Background: an optimization exercise with open tools, aiming at small area. Do not read the settings as production practice.
In this exercise RTL edits were held to simulation tests only and were not proved equivalent to the original.
Power is estimated from default activity; no workload was simulated.

## constraint.sdc

```tcl
create_clock -name core_clock -period 10.0 [get_ports {clk_in}]
set_input_delay 2.0000 -clock core_clock [delete_from_list [all_inputs] [get_ports {clk_in}]]
set_output_delay 2.0000 -clock core_clock [all_outputs]
set_load 0.01 [all_outputs]
```

## run.sh

```bash
#!/bin/bash
# synth_recipe.tcl (not shown) runs the flow's synth.tcl, then flattens the netlist and writes it again
# the make line also repeats each setting of config.mk as NAME=value (left out here)
make -C /OpenROAD-flow-scripts/flow DESIGN_CONFIG=/design/flow/config.mk WORK_HOME=/design/flow/orfs CLKGATE_MAP_FILE= SYNTH_SCRIPT=/design/flow/synth_recipe.tcl finish
```

## design.v

```verilog
module topmodule(input clk_in,
    input rst,
    input clr,
    input ent,
    input chg,
    output [4:0] led,
    output [3:0] AN,
    input [3:0] sw,
    output [6:0] seven_out
    );
    reg [1:0] m3;    
    reg [1:0] m4;    
    reg [2:0] m5;    
    always @(posedge clk_in or posedge rst)
        if (rst) begin
            m3 <= 2'b00;
            m4 <= 2'b00;
            m5 <= 3'b000;
        end else begin
            m3 <= {m3[0], ~(m3[1] | m3[0])};
            m4 <= {m4[1] ^ m4[0], ~m4[0]};
            m5 <= {m5[1:0], ~(m5[2] | m5[1])};
        end
    wire dtick = m3[1] & ~m4[0];
    wire btick = ~m4[1] & m4[0] & m5[2] & ~m5[1];
    reg [2:0] e_s, c_s, g_s;
    reg e_p, c_p, g_p;
    always @(posedge clk_in or posedge rst)
        if (rst) begin
            e_s <= 3'b000; c_s <= 3'b000; g_s <= 3'b000;
            e_p <= 1'b0; c_p <= 1'b0; g_p <= 1'b0;
        end else if (btick) begin
            e_s <= {e_s[1:0], ent};
            c_s <= {c_s[1:0], clr};
            g_s <= {g_s[1:0], chg};
            e_p <= e_s[1] & ~e_s[2];
            c_p <= c_s[1] & ~c_s[2];
            g_p <= g_s[1] & ~g_s[2];
        end
    localparam IDLE = 4'd0, G1 = 4'd1, G2 = 4'd2, G3 = 4'd3, G4 = 4'd4,
               N1 = 4'd5, N2 = 4'd6, N3 = 4'd7, N4 = 4'd8,
               UNL = 4'd9, CHK = 4'd10, LCK = 4'd11;
    reg [3:0] st;         
    reg [3:0] ls;         
    reg [3:0] sws;        
    reg [15:0] pw;        
    reg match;            
    reg locked;
    reg [3:0] nst;
    always @(*) begin
        nst = st;
        case (st)
            IDLE: if (e_p | c_p) nst = G1;
            G1:   if (e_p) nst = G2; else if (c_p) nst = G1;
            G2:   if (e_p) nst = G3; else if (c_p) nst = G1;
            G3:   if (e_p) nst = G4; else if (c_p) nst = G1;
            G4:   if (e_p) nst = CHK; else if (c_p) nst = G1;
            N1:   if (e_p) nst = N2; else if (c_p) nst = N1;
            N2:   if (e_p) nst = N3; else if (c_p) nst = N1;
            N3:   if (e_p) nst = N4; else if (c_p) nst = N1;
            N4:   if (e_p) nst = LCK; else if (c_p) nst = N1;
            UNL:  if (e_p) nst = G1; else if (g_p) nst = N1;
            LCK:  if (e_p) nst = G1;
            CHK:  nst = (match == locked) ? UNL : LCK;
            default: nst = st;
        endcase
    end
    always @(posedge clk_in or posedge rst)
        if (rst) begin
            st <= IDLE;
            ls <= IDLE;
        end else if (btick) begin
            st <= nst;
            if (st != CHK) ls <= st;
        end
    reg [3:0] pdig;
    always @(*)
        case (st)
            G1: pdig = pw[15:12];
            G2: pdig = pw[11:8];
            G3: pdig = pw[7:4];
            default: pdig = pw[3:0];
        endcase
    always @(posedge clk_in)
        if (btick) begin
            if (st != CHK) sws <= sw;
            if (st == IDLE) pw <= 16'h0000;
            if (e_p) begin
                if (st == N1) pw[15:12] <= sw;
                if (st == N2) pw[11:8] <= sw;
                if (st == N3) pw[7:4] <= sw;
                if (st == N4) pw[3:0] <= sw;
                if (st == G1) match <= (sw == pdig);
                if (st == G2 || st == G3 || st == G4) match <= match & (sw == pdig);
            end
            if (st == IDLE || st == LCK) locked <= 1'b1;
            if (st == UNL) locked <= 1'b0;
        end
    assign led = {1'b0, ls};
    localparam [4:0] CH_DASH = 5'b10000, CH_P = 5'b10001, CH_BL = 5'h0A;
    wire [4:0] csw = {1'b0, sws};
    reg [4:0] dg0, dg1, dg2, dg3;    
    always @(*) begin
        dg3 = CH_BL; dg2 = CH_BL; dg1 = CH_BL; dg0 = CH_BL;
        case (ls)
            G1, N1: dg3 = csw;
            G2: begin dg3 = CH_DASH; dg2 = csw; end
            G3: begin dg3 = CH_DASH; dg2 = CH_DASH; dg1 = csw; end
            G4: begin dg3 = CH_DASH; dg2 = CH_DASH; dg1 = CH_DASH; dg0 = csw; end
            N2: begin dg3 = {1'b0, pw[15:12]}; dg2 = csw; end
            N3: begin dg3 = {1'b0, pw[15:12]}; dg2 = {1'b0, pw[11:8]}; dg1 = csw; end
            N4: begin dg3 = {1'b0, pw[15:12]}; dg2 = {1'b0, pw[11:8]}; dg1 = {1'b0, pw[7:4]}; dg0 = csw; end
            UNL: begin dg3 = 5'h00; dg2 = CH_P; dg1 = 5'h0E; dg0 = 5'h0C; end
            default: begin dg3 = 5'h0F; dg2 = 5'h0D; dg1 = 5'h05; dg0 = 5'h0D; end
        endcase
    end
    reg [1:0] nd;       
    reg first;          
    reg [4:0] ch;       
    always @(posedge clk_in or posedge rst)
        if (rst) begin
            nd <= 2'd0;
            first <= 1'b1;
            ch <= 5'h00;
        end else if (dtick) begin
            nd <= nd + 2'd1;
            first <= 1'b0;
            case (nd)
                2'd0: ch <= dg0;
                2'd1: ch <= dg1;
                2'd2: ch <= dg2;
                default: ch <= dg3;
            endcase
        end
    assign AN[0] = ~(first | nd == 2'd1);
    assign AN[1] = ~(nd == 2'd2);
    assign AN[2] = ~(nd == 2'd3);
    assign AN[3] = ~(~first & nd == 2'd0);
    reg [6:0] seg;
    always @(*)
        if (ch[4])
            seg = ch[0] ? 7'b0011000 : 7'b1111110;
        else
            case (ch[3:0])
                4'h0: seg = 7'b0000001;
                4'h1: seg = 7'b1001111;
                4'h2: seg = 7'b0010010;
                4'h3: seg = 7'b0000110;
                4'h4: seg = 7'b1001100;
                4'h5: seg = 7'b0100100;
                4'h6: seg = 7'b0100000;
                4'h7: seg = 7'b0001111;
                4'h8: seg = 7'b0000000;
                4'h9: seg = 7'b0000100;
                4'hA: seg = 7'b0001000;
                4'hB: seg = 7'b1100000;
                4'hC: seg = 7'b0110001;
                4'hD: seg = 7'b1000010;
                4'hE: seg = 7'b0110000;
                default: seg = 7'b0111000;
            endcase
    assign seven_out = seg;
endmodule
```

## config.mk

```make
export PLATFORM = sky130hd
export DESIGN_NAME = topmodule
export DESIGN_NICKNAME = topmodule
export VERILOG_FILES = /design/flow/design.v
export SDC_FILE = /design/flow/constraint.sdc
export NUM_CORES = 4
export LEC_CHECK = 0
export CAP_MARGIN = 20
export CORE_MARGIN = 2
export CORE_UTILIZATION = 40
export SLEW_MARGIN = 20
```

==> reports/metrics.csv, run 1 <==
metric;value;unit
Sum Neg Setup Slack;0;ps
largest net degree at the start of global routing;36;
Netlist cell types;69;
ratio of cells with drive above 1 in the final layout;8.16;%
multiplexer share of the synthesized area;2.24;%
Mapped Avg Cell Area;8.97;µm²
slowest cell delay on critical path;490;ps
Fillers;861;
switching portion of total power;19.8;%
postcts setup bufs;0;
H-tree Lvls;3;
Worst path most repeated cell;inv_1;
Die X-Extent;101;µm
largest family of logic cells by synthesized area;compound AO/OA/AOI/OAI gates;
Tightest Pin Transition;1040;ps
Psw;102;µW
TritonCTS sink count;57;
Register Area;0.00154;mm²
Synthesis Warnings;1;
initial drt markers;187;
IO Port Bufs;23;
met3 usage in global routing;3.26;%
critical path buffer and inverter count;3;
# rows;35;
#FFs+latches synth;57;
RePlAce Congestion;0.916;
element type at the critical path start;register;
initial antenna violation count;0;
Max Clock Freq;219;MHz
simple-gate share of the synthesized area;20.1;%
GR Util met1;25.4;%
max_slew headroom;31.0;%
Data required, critical path;8000;ps
CTS tree;done;
Final Hold Fails;0;
initial core utilization;41.0;%
area of the core;0.00915;mm²
Int Pwr;414;µW
RSZ-0062 raised after global routing;no;
Adder-Cell Fraction of Synth Area;4.00;%
drt drc;0;
Arr. time, crit path;2560;ps
DP HPWL;5.91;mm
Pwr per Cell Area;122;mW/mm²
die height;101;µm
Combinational Power Share;2.2;%
max-cap viol count;0;
I/O pin cnt;25;
Synth Cell Area;0.00375;mm²
Crit Path Class;register to output pin;
Post-Synth XOR/XNOR Area;1.63;%
Mapped Nets;439;
peak fanout along the critical path;9;
Worst-path clk slew;70;ps
Slew Viols, Final;0;
slowest CP cell;dfrtp_1;
maximum root-to-sink buffer count;2;
post-route ant nets;0;
total grt overflow;0;
sequential cell area fraction in the yosys report;41.0;%
family with the most delay on the worst path;buffers and inverters;
hold_ws;350;ps
fin crit period;4560;ps
endpoints failing setup;0;
Hold Path Class;register to register;
leakage power;1.74;nW
Die Footprint;0.0102;mm²
vias per cell;5.74;
Layout Nets;445;
Syn-to-layout area delta;12.7;%
first-pass GRT wire length;14.8;mm
worst vdd ir;0.0723;mV
ys flop type;dfrtp_1;
Overall Global Routing Usage;18.4;%
global routing's busiest layer;met2;
cts hold-fix bufs;0;
post-CTS resize count;0;
total CTS buffers;9;
final wirelength;8.69;mm
Skew-Pair Late Insertion Delay;330;ps
Clock power frac;50.6;%
Fin Clk Skew;12.8;ps
via count;3098;
Flop pwr share;47.2;%
Root Driver;clkbuf_8;
Compound-Gate Fraction of Synth Area;24.5;%
crit share post-route;45.6;%
M2 GR Usage;29.1;%
cells after synthesis;418;
DR WL/cell;16.1;µm
multi-input combinational cell area;0.00197;mm²
Critical Path, Cell by Cell;inv_1 > ha_1 > inv_1 > mux4_2 > or2_2 > clkdlybuf4s50_1;
total inserted antenna cells;0;
DR pass1 iterations;4;
status;finished clean;
vias in the first global route;2954;
Post-synth EDFFs;22;
Async S/R FF share, synth;61.4;%
Worst Setup End Kind;output pin;
==> flip-flops by register name (all words and copies together) (netlist names), 2 cells and up <==
| signal | cells |
|---|---|
| nd | 2 |
| pw | 16 |
| e_s | 3 |
| sws | 4 |
| ls | 4 |
| m3 | 2 |
| st | 4 |
| ch | 5 |
| g_s | 3 |
| c_s | 3 |
| m5 | 3 |
| m4 | 2 |
==> cell families after synthesis <==
| kind of cell | Yosys count |
|---|---|
| multiplexers | 7 |
| adder cells (fa/ha/maj) | 12 |
| flip-flops | 57 |
| buffers and inverters | 54 |
| AND/OR/NAND/NOR | 152 |
| AO/OA/AOI/OAI | 128 |
| other | 1 |
| XOR/XNOR | 7 |
==> stage by stage <==
step	instances	power [mW]	util [%]	cell area [µm²]	setup slack, ps
2_1_floorplan	418	0.254	-	3750	6390
3_3_place_gp	524	0.259	43.4	3980	5870
3_5_place_dp	524	0.260	43.4	3980	5790
4_1_cts	540	0.523	46.2	4230	5410
5_1_grt	540	0.533	46.2	4230	5290
6_report	540	0.516	46.2	4230	5440
==> placed cells by master, fill, tap and decap left out, drive strengths merged, types with 2 or more instances in the layout <==
cell type / synthesis / layout
o22ai: 3 / 3
nand2: 61 / 61
o221ai: 4 / 4
edfxtp: 22 / 22
a21oi: 23 / 23
a21boi: 4 / 4
or2: 6 / 6
o2111ai: 2 / 2
a32oi: 3 / 3
and2: 2 / 2
a221oi: 3 / 3
or3: 3 / 3
nand3: 7 / 7
xnor2: 6 / 6
a211oi: 5 / 5
nand2b: 7 / 7
o22a: 2 / 2
dfrtp: 34 / 34
ha: 12 / 12
a31oi: 4 / 4
inv: 24 / 26
mux2i: 5 / 5
nor3b: 3 / 3
a22o: 15 / 15
a21o: 7 / 7
and3: 3 / 3
clkdlybuf4s50: 0 / 23
clkbuf: 9 / 14
nor3: 7 / 7
a22oi: 2 / 2
nand3b: 3 / 3
nor2: 32 / 32
a311oi: 3 / 3
o2bb2ai: 2 / 2
a221o: 5 / 5
o21ai: 30 / 30
nor2b: 14 / 14
==> final timing paths <==
kind / from / end / slack (ps) / depth (start not counted)
min in group asynchronous: rst / g_s[2] / 2070 / 3
min: m5[0] / m5[1] / 350 / 0
max in group asynchronous: rst / first / 7590 / 3
max reg2reg: st[1] / st[0] / 7680 / 5
max: ch[0] / seven_out[3] / 5440 / 6
min reg2reg: m5[0] / m5[1] / 350 / 0
==> cell usage after synthesis, drive strengths merged (2+ instances only) <==
cell | instances | share of area, %
buf | 20 | 3.1
a31oi | 4 | 0.67
inv | 24 | 2.4
nor2b | 14 | 2.3
o21ai | 30 | 4.0
or3 | 3 | 0.63
dfrtp | 34 | 23
a22oi | 2 | 0.40
a211oi | 5 | 1.0
nand3 | 7 | 0.93
nor3b | 3 | 0.73
o22a | 2 | 0.47
ha | 12 | 4.0
o2bb2ai | 2 | 0.47
a22o | 15 | 3.5
mux2i | 5 | 1.3
a32oi | 3 | 0.70
nand2 | 61 | 6.1
a311oi | 3 | 0.70
nor2 | 32 | 3.6
edfxtp | 22 | 18
a21boi | 4 | 0.80
o22ai | 3 | 0.50
nand3b | 3 | 0.60
a21o | 7 | 1.4
o221ai | 4 | 0.93
nor3 | 7 | 1.1
xnor2 | 6 | 1.4
nand2b | 7 | 1.2
and3 | 3 | 0.50
or2 | 6 | 1.0
clkbuf | 9 | 0.90
a221o | 5 | 1.3
a221oi | 3 | 1.2
and2 | 2 | 0.33
o2111ai | 2 | 0.47
a21oi | 23 | 3.1
==> routing by layer <==
metal / wire, µm / share of wire, %
met3: 430 / 4.9
met5: 0 / 0
met1: 4030 / 46
met2: 4140 / 48
met4: 89 / 1.0
==> final cells by class <==
type | count | area share, %
Timing Repair Buffer | 24 | 5.62
Clock buffer | 14 | 5.09
Multi-Input combinational cell | 307 | 46.6
Inverter | 25 | 2.22
Sequential cell | 57 | 36.4
Clock inverter | 2 | 0.858
Tap cell | 111 | 3.28
==> power by group through the flow <==
stage	registers, mW	logic (mW)	clock network [mW]
2_1_floorplan	0.248	0.00536	0
3_3_place_gp	0.248	0.0110	0
3_5_place_dp	0.248	0.0113	0
4_1_cts	0.244	0.0114	0.268
5_1_grt	0.244	0.0128	0.277
6_report	0.244	0.0111	0.261
==> inputs of run 2 (changes only) <==
--- a/config.mk
+++ b/config.mk
@@ -5,7 +5,9 @@
 export SDC_FILE = /design/flow/constraint.sdc
 export NUM_CORES = 4
 export LEC_CHECK = 0
+export ABC_AREA = 1
 export CAP_MARGIN = 20
 export CORE_MARGIN = 2
 export CORE_UTILIZATION = 40
+export CTS_BUF_LIST = sky130_fd_sc_hd__clkbuf_4
 export SLEW_MARGIN = 20
==> run 2 against run 1 <==
Count of clock-buffer cells in the layout decreased by 4. Largest power group is now sequential cells. Wire length fell by 3.4%. Highest routed layer unchanged. Synthesized area fell by 7.9%. Still clean on timing, DRC and antenna. Clock power decreased by 28%. Register-to-register slack improved by 220 ps. First-iteration DRC count decreased by 8.0%. Critical path type unchanged.
==> reports/metrics.csv, run 2 <==
metric;value;unit;change
status;finished clean;;unchanged
Die X-Extent;96.9;µm;was 101 µm
vias in the first global route;2903;;was 2954
I/O pin cnt;25;;unchanged
Syn-to-layout area delta;14.0;%;was 12.7%
simple-gate share of the synthesized area;30.6;%;was 20.1%
cells after synthesis;469;;was 418
peak fanout along the critical path;7;;was 9
area of the core;0.00830;mm²;was 0.00915 mm²
ys flop type;dfrtp_1;;unchanged
initial core utilization;41.6;%;was 41.0%
Async S/R FF share, synth;61.4;%;unchanged
top cell type's share of synthesized area;24.6;%;was 22.7%
DP Worst Slack;6180;ps;was 5790 ps
crit share post-route;42.8;%;was 45.6%
CTS tree;done;;unchanged
multiplexer share of the synthesized area;0;%;was 2.24%
Adder-Cell Fraction of Synth Area;4.35;%;was 4.00%
Synth Cell Area;0.00345;mm²;was 0.00375 mm²
DR pass1 iterations;4;;unchanged
total CTS buffers;9;;unchanged
ratio of cells with drive above 1 in the final layout;6.60;%;was 8.16%
Fin Clk Skew;12.8;ps;about the same
Synthesis Warnings;1;;unchanged
max-cap viol count;0;;unchanged
max_slew headroom;57.6;%;was 31.0%
Data required, critical path;8000;ps;about the same
worst vdd ir;0.0569;mV;was 0.0723 mV
Tightest Pin Transition;633;ps;was 1040 ps
hold_ws;365;ps;was 350 ps
post-CTS resize count;0;;unchanged
Worst Setup End Kind;output pin;;unchanged
DR WL/cell;13.9;µm;was 16.1 µm
Hold Path Class;register to register;;unchanged
TritonCTS sink count;57;;unchanged
# rows;33;;was 35
vias per cell;5.13;;was 5.74
most common cell after layout, fill and taps aside;nand2_1;;unchanged
postcts setup bufs;0;;unchanged
Root Driver;clkbuf_4;;was clkbuf_8
Mapped Nets;490;;was 439
post-route ant nets;0;;unchanged
Overall Global Routing Usage;18.4;%;about the same
Mapped Avg Cell Area;7.36;µm²;was 8.97 µm²
most frequent cells in the layout;nand2_1, inv_1, nor2_1;;was nand2_1, dfrtp_1, nor2_1
total inserted antenna cells;0;;unchanged
Crit Path Class;register to output pin;;unchanged
biggest regs;pw x16, ch x5;;unchanged
cts hold-fix bufs;0;;unchanged
Worst-path clk slew;100;ps;was 70 ps
Compound-Gate Fraction of Synth Area;12.4;%;was 24.5%
H-tree Lvls;3;;unchanged
die height;96.9;µm;was 101 µm
drt drc;0;;unchanged
largest family of logic cells by synthesized area;simple AND/OR/NAND/NOR gates;;was compound AO/OA/AOI/OAI gates
Arr. time, crit path;2280;ps;was 2560 ps
#FFs+latches synth;57;;unchanged
Netlist cell types;37;;was 69
Top reg by flops;pw;;unchanged
Sum Neg Setup Slack;0;ps;unchanged
Pwr per Cell Area;112;mW/mm²;was 122 mW/mm²
endpoints failing setup;0;;unchanged
Final Hold Fails;0;;unchanged
DP HPWL;5.96;mm;was 5.91 mm
Max Clock Freq;233;MHz;was 219 MHz
via count;3103;;was 3098
leakage power;1.79;nW;was 1.74 nW
synth top area cells;dfrtp_1, edfxtp_1, nand2_1, nand3_1, o21ai_0;;was dfrtp_1, edfxtp_1, nand2_1, ha_1, o21ai_0
Layout Nets;517;;was 445
total grt overflow;0;;unchanged
maximum root-to-sink buffer count;2;;unchanged
element type at the critical path start;register;;unchanged
initial antenna violation count;0;;unchanged
sequential cell area fraction in the yosys report;44.5;%;was 41.0%
IO Port Bufs;23;;unchanged
RSZ-0062 raised after global routing;no;;unchanged
Post-Synth XOR/XNOR Area;0.507;%;was 1.63%
most frequent cell after synthesis;nand2_1;;unchanged
Fillers;823;;was 861
Die Footprint;0.00939;mm²;was 0.0102 mm²
largest net degree at the start of global routing;36;;unchanged
Skew-Pair Late Insertion Delay;410;ps;was 330 ps
fin worst setup slack;5720;ps;was 5440 ps
post-synth top area cell;dfrtp_1;;unchanged
fin crit period;4280;ps;was 4560 ps
Largest register FFs;16;;unchanged
Slew Viols, Final;0;;unchanged
Post-synth top cells;nand2_1, inv_1, nor2_1;;was nand2_1, dfrtp_1, nor2_1
Post-synth EDFFs;22;;unchanged
final wirelength;8.39;mm;was 8.69 mm
RePlAce Congestion;0.937;;was 0.916
Tot Pwr;442;µW;was 516 µW
first-pass GRT wire length;14.1;mm;was 14.8 mm
initial drt markers;172;;was 187
## run 2: cell count changes in the layout (fill, tap and decap cells not counted), moves of 12 or more
cell      change
inv_1        +24
nor2b_1      -14
nand2_1      +81
nor2_1       +16
o21ai_0      +14
a22o_1       -15
nand3_1      +38
clkbuf_8     -12
## run 2: kinds of logic after synthesis
kind of cell,count (synthesis)
simple gates,252
compound gates,80
buf+inv,65
flops,57
fa+ha+maj,12
xor+xnor,2
other cells,1
## run 2: where the power goes
part           internal (mW)  total (mW)  leakage, nW  switching, mW
registers              0.243       0.243        0.585       0.000425
logic                0.00429      0.0108         1.12        0.00654
clock network          0.101       0.188       0.0790         0.0874
## run 2: final cells by class
type                       count  area [µm²]  area share, %
multi-input combinational    347        1660           42.1
sequential                    57        1540           39.1
timing repair buffer          25         253           6.42
inverter                      56         210           5.34
tap                          105         131           3.34
clock buffer                  10        75.1           1.91
clock inverter                 5        71.3           1.81
## run 2: critical path, stage by stage (launching register included)
cell and delay, ps:
dfrtp_1 470, inv_1 140, ha_1 200, inv_1 60, nor2_1 130, a21oi_1 50
o21ai_0 180, nand2_1 70, nand2_1 50, clkdlybuf4s50_1 520
## run 2: path summary, 6_finish.rpt
| kind | startpoint | endpoint | slack, ps | depth (start not counted) |
|---|---|---|---|---|
| hold / removal | m5[0] | m5[1] | 360 | 0 |
| hold reg to reg | m5[0] | m5[1] | 360 | 0 |
| setup reg to reg | m4[1] | locked | 7900 | 9 |
| max in group asynchronous | rst | first | 7680 | 3 |
| min in group asynchronous | rst | ls[3] | 1980 | 3 |
| setup / recovery | ch[1] | seven_out[6] | 5720 | 9 |
## run 2: through the flow
stage               area (µm²)  utilization [%]  std cells
CTS                       3920             47.2        604
global placement          3770             45.5        589
global route              3930             47.4        605
floorplan                 3450                -        469
detailed placement        3770             45.5        589
finish                    3930             47.4        605
## run 2: layer usage
| layer | vias up | GRT usage, % | routed length, µm |
|---|---|---|---|
| met4 | 0 | 8.02 | 170 |
| met1 | 1414 | 24.4 | 3920 |
| met2 | 89 | 28.8 | 3880 |
| met5 | - | 0 | 0 |
| li1 | 1587 | - | - |
| met3 | 13 | 4.19 | 424 |
==> inputs of run 3 (changes only) <==
--- a/config.mk
+++ b/config.mk
@@ -9,5 +9,7 @@
 export CAP_MARGIN = 20
 export CORE_MARGIN = 2
 export CORE_UTILIZATION = 40
-export CTS_BUF_LIST = sky130_fd_sc_hd__clkbuf_4
+export CTS_BUF_LIST = sky130_fd_sc_hd__clkbuf_8
+export CTS_CLUSTER_DIAMETER = 200
+export CTS_CLUSTER_SIZE = 60
 export SLEW_MARGIN = 20
==> run 3 against run 2 <==
Sequential power about the same. Core utilization is 0.99 points higher. Design area up 2.1%. Count of clock-buffer cells in the layout is 2 higher. Clock skew is 6.0 ps lower. Non-clock buffer count unchanged. Largest cell class unchanged. Hold slack lost 2.7 ps. Flip-flop and latch count did not move. Power increased by 14%. Highest routed layer unchanged. Critical path depth is the same.
==> reports/metrics.csv, run 3 <==
metric;value;unit;change
TritonCTS sink count;57;;unchanged
biggest regs;pw x16, ch x5;;unchanged
Top reg by flops;pw;;unchanged
Clock power frac;49.6;%;was 42.5%
most frequent cells in the layout;nand2_1, inv_1, nor2_1;;unchanged
# rows;33;;unchanged
Worst-path clk slew;60;ps;was 100 ps
crit share post-route;41.8;%;was 42.8%
dpl cells;589;;unchanged
Hold Path Class;register to register;;unchanged
Tightest Pin Transition;644;ps;was 633 ps
max_slew headroom;56.9;%;was 57.6%
Fillers;815;;was 823
total CTS buffers;9;;unchanged
Skew-Pair Late Insertion Delay;340;ps;was 410 ps
drt drc;0;;unchanged
switching portion of total power;19.7;%;was 21.4%
Max Clock Freq;239;MHz;was 233 MHz
Largest register FFs;16;;unchanged
largest net degree at the start of global routing;36;;unchanged
fin crit period;4180;ps;was 4280 ps
RSZ-0062 raised after global routing;no;;unchanged
cts hold-fix bufs;0;;unchanged
worst vdd ir;0.0649;mV;was 0.0569 mV
DR pass1 iterations;5;;was 4
initial drt markers;206;;was 172
Sum Neg Setup Slack;0;ps;unchanged
Mapped Avg Cell Area;7.36;µm²;unchanged
Overall Global Routing Usage;18.1;%;was 18.4%
element type at the critical path start;register;;unchanged
DP HPWL;5.96;mm;unchanged
maximum root-to-sink buffer count;2;;unchanged
Int Pwr;406;µW;was 348 µW
via count;3113;;was 3103
Layout Cells excl Fill;605;;unchanged
Crit Path Class;register to output pin;;unchanged
die height;96.9;µm;unchanged
most frequent cell after synthesis;nand2_1;;unchanged
postcts setup bufs;0;;unchanged
sequential cell area fraction in the yosys report;44.5;%;unchanged
Die Footprint;0.00939;mm²;unchanged
peak fanout along the critical path;7;;unchanged
vias per cell;5.15;;was 5.13
ys flop type;dfrtp_1;;unchanged
#FFs+latches synth;57;;unchanged
total inserted antenna cells;0;;unchanged
leakage power;1.83;nW;was 1.79 nW
H-tree Lvls;3;;unchanged
Pwr per Cell Area;126;mW/mm²;was 112 mW/mm²
area of the core;0.00830;mm²;unchanged
Final Hold Fails;0;;unchanged
Flop pwr share;48.2;%;was 55.0%
IO Port Bufs;23;;unchanged
Arr. time, crit path;2180;ps;was 2280 ps
Post-synth EDFFs;22;;unchanged
post-CTS resize count;0;;unchanged
Root Driver;clkbuf_8;;was clkbuf_4
top cell type's share of synthesized area;24.6;%;unchanged
post-synth top area cell;dfrtp_1;;unchanged
status;finished clean;;unchanged
Layout Nets;517;;unchanged
most common cell after layout, fill and taps aside;nand2_1;;unchanged
endpoints failing setup;0;;unchanged
I/O pin cnt;25;;unchanged
Netlist cell types;37;;unchanged
vias in the first global route;2890;;was 2903
Mapped Nets;490;;unchanged
Data required, critical path;8000;ps;about the same
initial antenna violation count;0;;unchanged
RePlAce Congestion;0.937;;unchanged
cells after synthesis;469;;unchanged
synth top area cells;dfrtp_1, edfxtp_1, nand2_1, nand3_1, o21ai_0;;unchanged
Die X-Extent;96.9;µm;unchanged
Synth Cell Area;0.00345;mm²;unchanged
CTS tree;done;;unchanged
Psw;99.4;µW;was 94.4 µW
Slew Viols, Final;0;;unchanged
post-route ant nets;0;;unchanged
Syn-to-layout area delta;16.3;%;was 14.0%
max-cap viol count;0;;unchanged
total grt overflow;0;;unchanged
Fin Clk Skew;6.75;ps;was 12.8 ps
Async S/R FF share, synth;61.4;%;unchanged
ratio of cells with drive above 1 in the final layout;7.00;%;was 6.60%
first-pass GRT wire length;13.9;mm;was 14.1 mm
Combinational Power Share;2.2;%;was 2.5%
final wirelength;8.27;mm;was 8.39 mm
initial core utilization;41.6;%;unchanged
Post-synth top cells;nand2_1, inv_1, nor2_1;;unchanged
DR WL/cell;13.7;µm;was 13.9 µm
Synthesis Warnings;1;;unchanged
Worst Setup End Kind;output pin;;unchanged
-- run 3: cell families (layout without fill, tap and decap cells) --
family	after synthesis	after routing	synth area share, %
AOI/OAI and AO/OA	80	80	12.4
xor gates and xnor gates	2	2	0.508
adders and majority gates	12	12	4.35
buffers and inverters	65	96	7.50
DFF	57	57	44.5
other	1	1	0.109
and+or+nand+nor	252	252	30.6
-- run 3: worst paths after layout --
kind	start	end	slack [ps]	cells past startpoint
max	ch[1]	seven_out[6]	5820	9
max reg2reg	m4[1]	locked	7900	9
min reg2reg	m5[0]	m5[1]	360	0
max in group asynchronous	rst	first	7590	3
min in group asynchronous	rst	m5[1]	2070	3
min	m5[0]	m5[1]	360	0
-- run 3: cell type report --
class	instances	area [µm²]	share of cell area [%]
multi-input cells	347	1660	41.2
flip-flops and latches	57	1540	38.3
repair buffers	25	253	6.29
inverters	56	210	5.23
clock buffers	12	165	4.11
well taps	105	131	3.27
clock inverters	3	63.8	1.59
-- run 3: power groups by stage --
stage | Combinational [mW] | Clock, mW | Sequential (mW)
after floorplan | 0.00563 | 0 | 0.248
after global placement | 0.0109 | 0 | 0.248
after detailed placement | 0.0111 | 0 | 0.248
after CTS | 0.0112 | 0.258 | 0.243
after global routing | 0.0126 | 0.266 | 0.243
final | 0.0110 | 0.251 | 0.243
-- run 3: stage by stage --
stage | total power [mW] | utilization (%) | hold WS [ps] | setup slack (ps) | cell area, µm²
6_report | 0.505 | 48.4 | 362 | 5820 | 4020
5_1_grt | 0.522 | 48.4 | 390 | 5610 | 4020
4_1_cts | 0.513 | 48.2 | 364 | 5800 | 4000
3_5_place_dp | 0.259 | 45.5 | 346 | 6180 | 3770
3_3_place_gp | 0.259 | 45.5 | 336 | 6250 | 3770
2_1_floorplan | 0.254 | - | 331 | 6780 | 3450
-- run 3: worst max-delay path, stage by stage, from the launching register on --
cell and delay [ps]:
dfrtp_1 450, inv_1 140, ha_1 200, inv_1 60, a21oi_1 140, o21ai_0 100
o21ai_0 100, nand2_1 70, nand2_1 50, clkdlybuf4s50_1 520
-- run 3: routing by layer --
| metal | vias to the layer above | share of wire (%) | GRT usage (%) |
|---|---|---|---|
| met4 | 0 | 2.2 | 7.69 |
| met5 | - | 0 | 0 |
| met1 | 1417 | 47 | 24.2 |
| met3 | 18 | 4.8 | 4.05 |
| met2 | 91 | 46 | 28.4 |
| li1 | 1587 | - | - |

==> port drivers added, routing unchanged <==
No port has a modelled driver above. Below, the same layouts with a new extraction and two added sets of constraints. Step 1, drivers: a clkbuf_16 drives clk_in and a buf_2 each remaining input, both assumed. Step 2, shift: input delay + t, output delay - t, t = (earliest + latest rising clock arrival at the registers) / 2. This alone moves slack from input paths to output paths. Three values: ideal, step 1, step 2; two values: the first two.
| run | t, ns | setup slack, ns | worst hold slack (ns) |
|---|---|---|---|
| run 1 | 0.354 | 5.440 / 5.412 / 5.766 | 0.350 / 0.350 / 0.350 |
| run 2 | 0.433 | 5.716 / 5.686 / 6.119 | 0.365 / 0.365 / 0.365 |
| run 3 | 0.364 | 5.819 / 5.788 / 6.153 | 0.362 / 0.362 / 0.362 |
After both steps every run listed still meets setup and hold.
